This design comes from an exercise in tuning for a short achievable clock period and few clock cycles on the open sky130 flow, not from production work. Where RTL was checked, it was by simulation tests only, not by an equivalence proof against the original. No activity file was given, so power comes from the tool's default toggle rates.

==> inputs of indigo <==
==> flow/design.v (excerpt) <==
module PipelineCPU(
 	input clk, 
 	input rst, 
 	output [31:0] imem_addr, 
 	input [31:0] imem_data, 
 	output [31:0] dmem_addr, 
 	output [31:0] dmem_wdata, 
 	output dmem_we, 
 	output dmem_re, 
 	input [31:0] dmem_rdata, 
 	output wb_en, 
 	output [4:0] wb_rd, 
 	output [31:0] wb_data 
);
reg [31:0] pc;
reg [31:0] d_ins;              
reg [31:0] e_a, e_b, e_sd;     
reg [4:0]  e_sh;
reg [4:0]  e_dest;
reg        e_wr, e_rd, e_st;   
reg        e_fa, e_fb, e_fsd;  
reg        e_add, e_sub, e_srl, e_sll, e_xor, e_and, e_slt;
reg [31:0] m_res, m_sd;        
reg [4:0]  m_dest;
reg        m_wr, m_rd, m_st;
reg [31:0] w_data;             
reg [4:0]  w_dest;
reg        w_wr;
reg [31:0] rf [1:31];
wire [31:0] mem_val = m_rd ? dmem_rdata : m_res;
wire [5:0] op = d_ins[31:26];
wire [4:0] rs = d_ins[25:21];
wire [4:0] rt = d_ins[20:16];
wire [4:0] rd = d_ins[15:11];
wire [5:0] fn = d_ins[5:0];
wire is_r   = (op == 6'd20);
wire is_ai  = (op == 6'd8);
wire is_si  = (op == 6'd9);
wire is_lw  = (op == 6'd35);
wire is_sw  = (op == 6'd43);
wire f_add = is_r & (fn == 6'd21);
wire f_sub = is_r & (fn == 6'd22);
wire f_srl = is_r & (fn == 6'd23);
wire f_sll = is_r & (fn == 6'd24);
wire f_xor = is_r & (fn == 6'd25);
wire f_and = is_r & (fn == 6'd26);
wire f_slt = is_r & (fn == 6'd27);
wire [4:0] dest = is_r ? rd : rt;
wire wr = (is_r | is_ai | is_si | is_lw) & (dest != 5'd0);
wire use_rs = f_add | f_sub | f_srl | f_sll | f_xor | f_and | f_slt | is_ai | is_si | is_lw | is_sw;
wire use_rt = f_add | f_sub | f_xor | f_and | f_slt;
wire stall = e_rd & e_wr & ((use_rs & (e_dest == rs)) | (use_rt & (e_dest == rt)));
wire m_fs = m_wr & (m_dest == rs);
wire m_ft = m_wr & (m_dest == rt);
wire [31:0] rs_val = (rs == 5'd0) ? 32'd0 : m_fs ? mem_val : rf[rs];
wire [31:0] rt_val = (rt == 5'd0) ? 32'd0 : m_ft ? mem_val : rf[rt];
wire [31:0] a = e_fa ? m_res : e_a;
wire [31:0] b = e_fb ? m_res : e_b;
  ...
==> module PipelineCPU, before the edit <==
module PipelineCPU(
 	input clk, 
 	input rst, 
 	output [31:0] imem_addr, 
 	input [31:0] imem_data, 
 	output [31:0] dmem_addr, 
 	output [31:0] dmem_wdata, 
 	output dmem_we, 
 	output dmem_re, 
 	input [31:0] dmem_rdata, 
 	output wb_en, 
 	output [4:0] wb_rd, 
 	output [31:0] wb_data 
);
reg [31:0] pc;
reg [31:0] d_ins;              
reg [31:0] e_a, e_b, e_sd;     
reg [4:0]  e_sh;
reg [4:0]  e_dest;
reg        e_wr, e_rd, e_st;   
reg        e_fa, e_fb, e_fsd;  
reg        e_add, e_sub, e_srl, e_sll, e_xor, e_and, e_slt;
reg [31:0] m_res, m_sd;        
reg [4:0]  m_dest;
reg        m_wr, m_rd, m_st;
reg [31:0] w_data;             
reg [4:0]  w_dest;
reg        w_wr;
reg [31:0] rf [1:31];
wire [31:0] mem_val = m_rd ? dmem_rdata : m_res;
wire [5:0] op = d_ins[31:26];
wire [4:0] rs = d_ins[25:21];
wire [4:0] rt = d_ins[20:16];
wire [4:0] rd = d_ins[15:11];
wire [5:0] fn = d_ins[5:0];
wire is_r   = (op == 6'd20);
wire is_ai  = (op == 6'd8);
wire is_si  = (op == 6'd9);
wire is_lw  = (op == 6'd35);
wire is_sw  = (op == 6'd43);
wire f_add = is_r & (fn == 6'd21);
wire f_sub = is_r & (fn == 6'd22);
wire f_srl = is_r & (fn == 6'd23);
wire f_sll = is_r & (fn == 6'd24);
wire f_xor = is_r & (fn == 6'd25);
wire f_and = is_r & (fn == 6'd26);
wire f_slt = is_r & (fn == 6'd27);
wire [4:0] dest = is_r ? rd : rt;
wire wr = (is_r | is_ai | is_si | is_lw) & (dest != 5'd0);
wire use_rs = f_add | f_sub | f_srl | f_sll | f_xor | f_and | f_slt | is_ai | is_si | is_lw | is_sw;
wire use_rt = f_add | f_sub | f_xor | f_and | f_slt;
wire stall = e_rd & e_wr & ((use_rs & (e_dest == rs)) | (use_rt & (e_dest == rt)));
wire m_fs = m_wr & (m_dest == rs);
wire m_ft = m_wr & (m_dest == rt);
wire [31:0] rs_val = (rs == 5'd0) ? 32'd0 : m_fs ? mem_val : rf[rs];
wire [31:0] rt_val = (rt == 5'd0) ? 32'd0 : m_ft ? mem_val : rf[rt];
wire [31:0] a = e_fa ? m_res : e_a;
wire [31:0] b = e_fb ? m_res : e_b;
wire [32:0] sum = {1'b0, a} + {1'b0, b ^ {32{e_sub}}} + {32'd0, e_sub};
wire [31:0] res = ({32{e_add}} & sum[31:0])
                | ({32{e_srl}} & (a >> e_sh))
                | ({32{e_sll}} & (a << e_sh))
                | ({32{e_xor}} & (a ^ b))
                | ({32{e_and}} & (a & b))
                | {31'd0, e_slt & ~sum[32]};
wire [31:0] sd = e_fsd ? mem_val : e_sd;
always @(posedge clk) begin
	if (rst) begin
		pc <= 32'd0;
		d_ins <= 32'd0;
	end else if (!stall) begin
		pc <= pc + 32'd4;
		d_ins <= imem_data;
	end
end
always @(posedge clk) begin
	e_a <= rs_val;
	e_b <= is_r ? rt_val : {16'd0, d_ins[15:0]};
	e_sd <= rt_val;
	e_sh <= d_ins[10:6];
	e_dest <= dest;
	e_fa <= e_wr & (e_dest == rs);
	e_fb <= e_wr & (e_dest == rt) & is_r;
	e_fsd <= e_wr & (e_dest == rt);
	e_add <= f_add | f_sub | is_ai | is_si | is_lw | is_sw;
	e_sub <= f_sub | f_slt | is_si;
	e_srl <= f_srl;
	e_sll <= f_sll;
	e_xor <= f_xor;
	e_and <= f_and;
	e_slt <= f_slt;
	if (rst | stall) begin
		e_wr <= 1'b0;
		e_rd <= 1'b0;
		e_st <= 1'b0;
	end else begin
		e_wr <= wr;
		e_rd <= is_lw;
		e_st <= is_sw;
	end
end
always @(posedge clk) begin
	m_res <= res;
	m_sd <= sd;
	m_dest <= e_dest;
	if (rst) begin
		m_wr <= 1'b0;
		m_rd <= 1'b0;
		m_st <= 1'b0;
	end else begin
		m_wr <= e_wr;
		m_rd <= e_rd;
		m_st <= e_st;
	end
end
always @(posedge clk) begin
	w_data <= mem_val;
	w_dest <= m_dest;
	if (rst) w_wr <= 1'b0;
	else w_wr <= m_wr;
end
always @(posedge clk) begin
	if (m_wr) rf[m_dest] <= mem_val;
end
assign imem_addr = pc;
assign dmem_addr = m_res;
assign dmem_wdata = m_sd;
assign dmem_we = m_st;
assign dmem_re = m_rd;
assign wb_en = w_wr;
assign wb_rd = w_dest;
assign wb_data = w_data;
endmodule
clock: 6.5 ns
lec_check: 0
abc_clock_period_in_ps: 2500
cap_margin: 20
core_margin: 2
core_utilization: 45
setup_slack_margin: 3.5
slew_margin: 20
tns_end_percent: 100
run.sh (not shown) runs the stock make flow with config.mk's settings and CLKGATE_MAP_FILE= SYNTH_SCRIPT=/design/flow/synth_recipe.tcl, a recipe that flattens the netlist after the stock synthesis.
==> umber: changes against indigo <==
--- a/flow/design.v
+++ b/flow/design.v
@@ -330,2 +330,4 @@
 reg [31:0] d_ins;              
+reg        d_stall;            
+reg        d_fs, d_ft;         
 reg [31:0] e_a, e_b, e_sd;     
@@ -333,4 +335,5 @@
 reg [4:0]  e_dest;
+reg [31:1] e_we;               
 reg        e_wr, e_rd, e_st;   
-reg        e_fa, e_fb, e_fsd;  
+reg        e_fsd;              
 reg        e_add, e_sub, e_srl, e_sll, e_xor, e_and, e_slt;
@@ -338,2 +341,3 @@
 reg [4:0]  m_dest;
+reg [31:1] m_we;
 reg        m_wr, m_rd, m_st;
@@ -363,19 +367,58 @@
 wire wr = (is_r | is_ai | is_si | is_lw) & (dest != 5'd0);
-wire use_rs = f_add | f_sub | f_srl | f_sll | f_xor | f_and | f_slt | is_ai | is_si | is_lw | is_sw;
-wire use_rt = f_add | f_sub | f_xor | f_and | f_slt;
-wire stall = e_rd & e_wr & ((use_rs & (e_dest == rs)) | (use_rt & (e_dest == rt)));
-wire m_fs = m_wr & (m_dest == rs);
-wire m_ft = m_wr & (m_dest == rt);
-wire [31:0] rs_val = (rs == 5'd0) ? 32'd0 : m_fs ? mem_val : rf[rs];
-wire [31:0] rt_val = (rt == 5'd0) ? 32'd0 : m_ft ? mem_val : rf[rt];
-wire [31:0] a = e_fa ? m_res : e_a;
-wire [31:0] b = e_fb ? m_res : e_b;
-wire [32:0] sum = {1'b0, a} + {1'b0, b ^ {32{e_sub}}} + {32'd0, e_sub};
-wire [31:0] res = ({32{e_add}} & sum[31:0])
-                | ({32{e_srl}} & (a >> e_sh))
-                | ({32{e_sll}} & (a << e_sh))
-                | ({32{e_xor}} & (a ^ b))
-                | ({32{e_and}} & (a & b))
-                | {31'd0, e_slt & ~sum[32]};
-wire [31:0] sd = e_fsd ? mem_val : e_sd;
+reg [31:0] rf_s, rf_t;
+always @(*) begin
+	rf_s = (rs == 5'd0) ? 32'd0 : rf[rs];
+	rf_t = (rt == 5'd0) ? 32'd0 : rf[rt];
+end
+wire [31:0] rs_val = d_fs ? mem_val : rf_s;
+wire [31:0] rt_val = d_ft ? mem_val : rf_t;
+wire [5:0] i_op = imem_data[31:26];
+wire [4:0] i_rs = imem_data[25:21];
+wire [4:0] i_rt = imem_data[20:16];
+wire [5:0] i_fn = imem_data[5:0];
+wire i_r = (i_op == 6'd20);
+wire i_use_rt = i_r & ((i_fn == 6'd21) | (i_fn == 6'd22) | (i_fn == 6'd25) | (i_fn == 6'd26) | (i_fn == 6'd27));
+wire i_use_rs = (i_r & (i_fn >= 6'd21) & (i_fn <= 6'd27)) | (i_op == 6'd8) | (i_op == 6'd9) | (i_op == 6'd35) | (i_op == 6'd43);
+wire stall_next = !d_stall & is_lw & wr & ((i_use_rs & (i_rs == rt)) | (i_use_rt & (i_rt == rt)));
+wire [4:0] n_rs = d_stall ? rs : i_rs;
+wire [4:0] n_rt = d_stall ? rt : i_rt;
+wire fs_next = e_wr & (e_dest == n_rs);
+wire ft_next = e_wr & (e_dest == n_rt);
+wire [31:0] a = e_a;
+wire [31:0] b = e_b;
+wire [31:0] s_add = a + b;
+wire [32:0] s_sub = {1'b0, a} - {1'b0, b};
+wire [31:0] s_srl = a >> e_sh;
+wire [31:0] s_sll = a << e_sh;
+wire [31:0] s_xor = a ^ b;
+wire [31:0] s_and = a & b;
+wire [31:0] res = ({32{e_add}} & s_add)
+                | ({32{e_sub}} & s_sub[31:0])
+                | ({32{e_srl}} & s_srl)
+                | ({32{e_sll}} & s_sll)
+                | ({32{e_xor}} & s_xor)
+                | ({32{e_and}} & s_and)
+                | {31'd0, e_slt & s_sub[32]};
+wire [31:0] sd = e_fsd ? dmem_rdata : e_sd;
+wire fa = e_wr & (e_dest == rs);
+wire fb = e_wr & (e_dest == rt) & is_r;
+wire fd = e_wr & (e_dest == rt);
+wire [31:0] b_id = is_r ? rt_val : {16'd0, d_ins[15:0]};
+wire [31:0] a_next = ({32{fa & e_add}} & s_add)
+                   | ({32{fa & e_sub}} & s_sub[31:0])
+                   | ({32{fa & e_srl}} & s_srl)
+                   | ({32{fa & e_sll}} & s_sll)
+                   | ({32{fa & e_xor}} & s_xor)
+                   | ({32{fa & e_and}} & s_and)
+                   | {31'd0, fa & e_slt & s_sub[32]}
+                   | ({32{~fa}} & rs_val);
+wire [31:0] b_next = ({32{fb & e_add}} & s_add)
+                   | ({32{fb & e_sub}} & s_sub[31:0])
+                   | ({32{fb & e_srl}} & s_srl)
+                   | ({32{fb & e_sll}} & s_sll)
+                   | ({32{fb & e_xor}} & s_xor)
+                   | ({32{fb & e_and}} & s_and)
+                   | {31'd0, fb & e_slt & s_sub[32]}
+                   | ({32{~fb}} & b_id);
+wire [31:0] sd_next = (fd & !e_rd) ? res : rt_val;
 always @(posedge clk) begin
@@ -384,18 +427,25 @@
 		d_ins <= 32'd0;
-	end else if (!stall) begin
-		pc <= pc + 32'd4;
-		d_ins <= imem_data;
+		d_stall <= 1'b0;
+		d_fs <= 1'b0;
+		d_ft <= 1'b0;
+	end else begin
+		if (!d_stall) begin
+			pc <= pc + 32'd4;
+			d_ins <= imem_data;
+		end
+		d_stall <= stall_next;
+		d_fs <= fs_next;
+		d_ft <= ft_next;
 	end
 end
+integer k;
 always @(posedge clk) begin
-	e_a <= rs_val;
-	e_b <= is_r ? rt_val : {16'd0, d_ins[15:0]};
-	e_sd <= rt_val;
+	e_a <= a_next;
+	e_b <= b_next;
+	e_sd <= sd_next;
 	e_sh <= d_ins[10:6];
 	e_dest <= dest;
-	e_fa <= e_wr & (e_dest == rs);
-	e_fb <= e_wr & (e_dest == rt) & is_r;
-	e_fsd <= e_wr & (e_dest == rt);
-	e_add <= f_add | f_sub | is_ai | is_si | is_lw | is_sw;
-	e_sub <= f_sub | f_slt | is_si;
+	e_fsd <= fd & e_rd;
+	e_add <= f_add | is_ai | is_lw | is_sw;
+	e_sub <= f_sub | is_si;
 	e_srl <= f_srl;
@@ -405,3 +455,3 @@
 	e_slt <= f_slt;
-	if (rst | stall) begin
+	if (rst | d_stall) begin
 		e_wr <= 1'b0;
@@ -409,2 +459,3 @@
 		e_st <= 1'b0;
+		e_we <= 31'd0;
 	end else begin
@@ -413,2 +464,3 @@
 		e_st <= is_sw;
+		for (k = 1; k < 32; k = k + 1) e_we[k] <= wr & (dest == k);
 	end
@@ -423,2 +475,3 @@
 		m_st <= 1'b0;
+		m_we <= 31'd0;
 	end else begin
@@ -427,2 +480,3 @@
 		m_st <= e_st;
+		m_we <= e_we;
 	end
@@ -436,3 +490,4 @@
 always @(posedge clk) begin
-	if (m_wr) rf[m_dest] <= mem_val;
+	for (k = 1; k < 32; k = k + 1)
+		if (m_we[k]) rf[k] <= mem_val;
 end
Settings changed: ABC_CLOCK_PERIOD_IN_PS 2500 to default, CORE_UTILIZATION 45 to 35, SETUP_SLACK_MARGIN 3.5 to 4.0.
==> comparison <==
Register-to-register slack: umber is better than indigo (350 ps). Between umber and indigo, the lower cell count is in indigo (gap 32%, measured against indigo). Between indigo and umber, the lower sequential power is in indigo (gap 4.8%, measured against umber). Of umber and indigo, umber has the higher worst setup slack (gap 350 ps).
Testbench counts of umber, summed over its fixed seeds: cycles 6,046.
For indigo, only the layout was checked, not whether the RTL still works.

what the ideal ports hide:
How much do the figures lean on ideal ports? The routed layouts below were timed once more, with nothing changed but the port constraints.
Step 1, drivers: a clkbuf_16 drives clk and a buf_2 each remaining input, both assumed.
Step 2 adds t to the input delays and takes it off the output delays; t is the mean of the earliest and latest rising clock arrival at the registers after step 1. Input paths then give back, and output paths get back, about the clock's delay inside the block.
Slacks: no drivers / after step 1 / after step 2; pairs: no drivers / after step 1.
| run | shift t [ns] | setup WS [ns] | worst hold slack (ns) | slew at the worst register clock pin (ns) |
|---|---|---|---|---|
| indigo | 0.870 | 2.879 / 2.879 / 2.763 | 0.384 / 0.384 / 0.384 | 0.07 / 0.07 |
| umber | 0.910 | 3.230 / 3.230 / 2.502 | 0.324 / 0.324 / 0.324 | 0.08 / 0.08 |
After both steps setup and hold are still met in every run listed. For umber, which loses most, drivers alone change the setup slack by 0.000 ns; drivers and shift together by -0.728 ns.
